What follows belongs to an exercise in optimizing a design on an open flow for small area and a short achievable clock period; a production flow would make more cautious choices.
Power and IR drop assume default switching activity.

// fpmul
module fpmul (
	input             clk,
	input      [31:0] X,
	input      [31:0] Y,
	output     [31:0] result,
	output reg        zero,
	output reg        underflow,
	output reg        overflow,
	output reg        nan
);
Size in the first run: roughly 1800 cells after synthesis, roughly 100 I/O pins, roughly 18000 sq um of cells after synthesis.
clock: 8.0 ns
lec_check: 0
cap_margin: 20
core_margin: 2
core_utilization: 40
setup_slack_margin: 3.5
slew_margin: 20
synth_hierarchical: 1
synth_minimum_keep_size: 0
standard.sh (not shown) runs the stock make flow with config.mk's settings and CLKGATE_MAP_FILE= SYNTH_SCRIPT=/design/flow/synth_recipe.tcl, a recipe that flattens the netlist after the stock synthesis.
==> flow/flow/run.sh <==
#!/bin/bash
export BUFFER_PORTS_ARGS="-buffer_cell sky130_fd_sc_hd__buf_1"
bash standard.sh > standard.log 2>&1
The first run passed the timing, DRC and antenna checks.
==> next run, changes <==
--- a/flow/design.v
+++ b/flow/design.v
@@ -629,21 +629,21 @@
 	wire ws405, wk406;
 	ha uws405 (.a(wk400), .b(ws403), .s(ws405), .k(wk406));
 	wire ws407 = ~(nn7 ^ wk404);
 	wire wk408 = nn7 | wk404;
 	wire [47:0] ra = {wk406, ws405, ws401, wk394, wk388, ws387, wk376, wk368, ws367, wk352, wk342, ws341, wk322, wk310, ws309, wk286, wk272, ws271, wk244, wk228, wk212, ws211, wk182, wk168, wk154, wk140, wk126, wk114, ws111, wk90, wk80, wk70, wk60, ws57, ws49, wk36, wk30, ws27, ws21, wk14, ws11, ws7, wk4, wk2, pp1_0, pp0_2, pp0_1, neg[0]};
 	wire [47:0] rb = {ws407, wk402, wk398, ws397, ws393, wk382, ws381, ws375, wk360, ws359, ws351, wk332, ws331, ws321, wk298, ws297, ws285, wk258, ws257, ws243, ws227, wk196, ws195, ws181, ws167, ws153, ws139, ws125, ws113, ws101, ws89, ws79, ws69, ws59, ws51, ws43, ws35, ws29, ws23, ws17, ws13, ws9, ws5, ws3, ws1, 1'b0, 1'b0, pp0_0};
-	wire [10:0] l0 = {1'b0, ra[9:0]} + {1'b0, rb[9:0]};
-	assign lg[0] = l0[10];
-	assign lp[0] = &(ra[9:0] ^ rb[9:0]);
-	wire [7:0] l1 = {1'b0, ra[16:10]} + {1'b0, rb[16:10]};
-	assign lg[1] = l1[7];
-	assign lp[1] = &(ra[16:10] ^ rb[16:10]);
-	wire [6:0] l2 = {1'b0, ra[22:17]} + {1'b0, rb[22:17]};
-	assign lg[2] = l2[6];
-	assign lp[2] = &(ra[22:17] ^ rb[22:17]);
+	wire [12:0] l0 = {1'b0, ra[11:0]} + {1'b0, rb[11:0]};
+	assign lg[0] = l0[12];
+	assign lp[0] = &(ra[11:0] ^ rb[11:0]);
+	wire [6:0] l1 = {1'b0, ra[17:12]} + {1'b0, rb[17:12]};
+	assign lg[1] = l1[6];
+	assign lp[1] = &(ra[17:12] ^ rb[17:12]);
+	wire [5:0] l2 = {1'b0, ra[22:18]} + {1'b0, rb[22:18]};
+	assign lg[2] = l2[5];
+	assign lp[2] = &(ra[22:18] ^ rb[22:18]);
 	assign hp = ra[47:23] ^ rb[47:23];
 	assign hg = ra[47:23] & rb[47:23];
 endmodule
 module fa (input a, b, c, output s, k);
 	assign s = a ^ b ^ c;
 	assign k = (a & b) | (a & c) | (b & c);
Sequential cell count is unchanged.
Power climbs by about 3.7%.
Clock power rose by about 8%.
Clock-buffer cell count came out lower by 3.
Wire length grows by about 2.8%.
Sequential power hardly moves.
Die area came out higher by about 6%.
Synthesized area rises by about 6%.
Worst hold slack improved by 0.043 ns.
Combinational power increases by about 4%.
Worst setup slack got worse by 0.018 ns.
Cell area climbs by 5.2%.
Final cell count rose by 1.1%.
No run of this note included a check of the RTL's function; only the layout flow was run.

---

## R
fpmul, a different RTL version from the one above (not shown whole).
Size in the first run: about 100 I/O pins.
clock: 8.0 ns
lec_check: 0
cap_margin: 20
core_margin: 2
core_utilization: 40
setup_slack_margin: 3.5
slew_margin: 20
synth_hierarchical: 1
synth_minimum_keep_size: 0
Scripts as last shown in full above: flow/flow/run.sh
Input changes introduced in Q (baseline for comparison: R):
diff --git a/flow/design.v b/flow/design.v
--- a/flow/design.v
+++ b/flow/design.v
@@ -655,21 +655,22 @@
 module fpmul (
 	input             clk,
 	input      [31:0] X,
 	input      [31:0] Y,
 	output     [31:0] result,
 	output reg        zero,
 	output reg        underflow,
 	output reg        overflow,
 	output reg        nan
 );
-	wire [24:0] yb = {1'b1, Y[22:0], 1'b0};   
+	reg  [22:0] ym_q;   
+	wire [24:0] yb = {1'b1, ym_q, 1'b0};   
 	wire [7:0]  s1_d, s2_d, s3_d, s4_d, neg_d;
 	genvar i;
 	generate for (i = 0; i < 8; i = i + 1) begin : enc
 		wire [2:0] c = yb[3*i+3] ? ~yb[3*i+2:3*i] : yb[3*i+2:3*i];   
 		assign s1_d[i]  = ~c[2] & (c[1] ^ c[0]);
 		assign s2_d[i]  = (~c[2] & c[1] & c[0]) | (c[2] & ~c[1] & ~c[0]);
 		assign s3_d[i]  = c[2] & (c[1] ^ c[0]);
 		assign s4_d[i]  = c[2] & c[1] & c[0];
 		assign neg_d[i] = yb[3*i+3] & ~(&yb[3*i+2:3*i]);
 	end endgenerate
@@ -804,38 +805,33 @@
 	assign x3_d[20] = x3p[20] ^ xg4_18;
 	assign x3_d[21] = x3p[21] ^ xg4_19;
 	assign x3_d[22] = x3p[22] ^ xg4_20;
 	assign x3_d[23] = x3p[23] ^ xg4_21;
 	assign x3_d[24] = x3p[24] ^ xg4_22;
 	assign x3_d[25] = xg4_23;
 	wire [8:0] esum_d = {1'b0, X[30:23]} + {1'b0, Y[30:23]};
 	wire       zero_d = (X[30:0] == 31'd0) | (Y[30:0] == 31'd0);
 	reg  [22:0] xm_q;
 	reg  [25:1] x3_q;
-	reg  [7:0]  s1_q, s2_q, s3_q, s4_q, neg_q;
 	reg  [8:0]  esum_q;
 	reg         zero_q, sign_q;
 	always @(posedge clk) begin
 		xm_q   <= X[22:0];
+		ym_q   <= Y[22:0];
 		x3_q   <= x3_d[25:1];
-		s1_q   <= s1_d;
-		s2_q   <= s2_d;
-		s3_q   <= s3_d;
-		s4_q   <= s4_d;
-		neg_q  <= neg_d;
 		esum_q <= esum_d;
 		zero_q <= zero_d;
 		sign_q <= X[31] ^ Y[31];
 	end
 	wire [2:0]  lg_d, lp_d;
 	wire [24:0] hp_d, hg_d;
-	part2 core (.xm(xm_q), .x3(x3_q), .s1(s1_q), .s2(s2_q), .s3(s3_q), .s4(s4_q), .neg(neg_q),
+	part2 core (.xm(xm_q), .x3(x3_q), .s1(s1_d), .s2(s2_d), .s3(s3_d), .s4(s4_d), .neg(neg_d),
 		.lg(lg_d), .lp(lp_d), .hp(hp_d), .hg(hg_d));
 	wire       uf_d  = ~zero_q & (esum_q < 9'd127);
 	wire       nan_d = ~zero_q & (esum_q == 9'd382);
 	wire       of_d  = ~zero_q & (esum_q > 9'd382);
 	wire [8:0] e0_d  = esum_q - 9'd127;
 	wire [8:0] e1_d  = esum_q - 9'd126;
 	reg  [2:0]  lg_q, lp_q;
 	reg  [24:0] hp_q, hg_q;
 	reg  [7:0]  e0_q, e1_q;
 	reg         sign_r;
Findings:
Q packs its core tighter than R. Logic gate share of total power (Q over R): increase, 1.0 points. Compared with R, in Q global-route usage about even; met3 usage saw a decrease; die area saw a decrease; number of stages on the worst setup path went down 1. No stage failed in R, and the final checks on the layout all came back clean. No stage failed in Q, and the final checks on the layout all came back clean.
Function was not checked in any run of this note: the RTL went through the layout flow alone.

static timing again, ports no longer ideal:
Ports are ideal in the flow. The routed layouts listed here were re-timed in OpenROAD.
Step 1 (the two cells are an assumption about what drives the block):
set clk [get_ports {clk}]
set_driving_cell -lib_cell sky130_fd_sc_hd__clkbuf_16 $clk
set_driving_cell -lib_cell sky130_fd_sc_hd__buf_2 [delete_from_list [all_inputs] $clk]
Step 2 adds t to the input delays and takes it off the output delays; t is the mean of the earliest and latest rising clock arrival at the registers after step 1. Input paths then give back, and output paths get back, about the clock's delay inside the block.
Three values: no drivers, after step 1, after step 2; two values: the first two.
run | t, ns | setup slack, ns | worst hold slack (ns) | worst slew at a driven data input, ns
the first run of note 1 | 0.501 | 3.021 / 2.965 / 3.466 | 0.413 / 0.413 / 0.413 | 0.05
the second run of note 1 | 0.506 | 3.003 / 2.946 / 3.453 | 0.455 / 0.455 / 0.455 | 0.06
R | 0.527 | 3.127 / 3.070 / 3.314 | 0.418 / 0.418 / 0.418 | 0.07
Q | 0.492 | 3.330 / 3.280 / 3.617 | 0.437 / 0.437 / 0.437 | 0.05
After both steps every run listed still meets setup and hold.
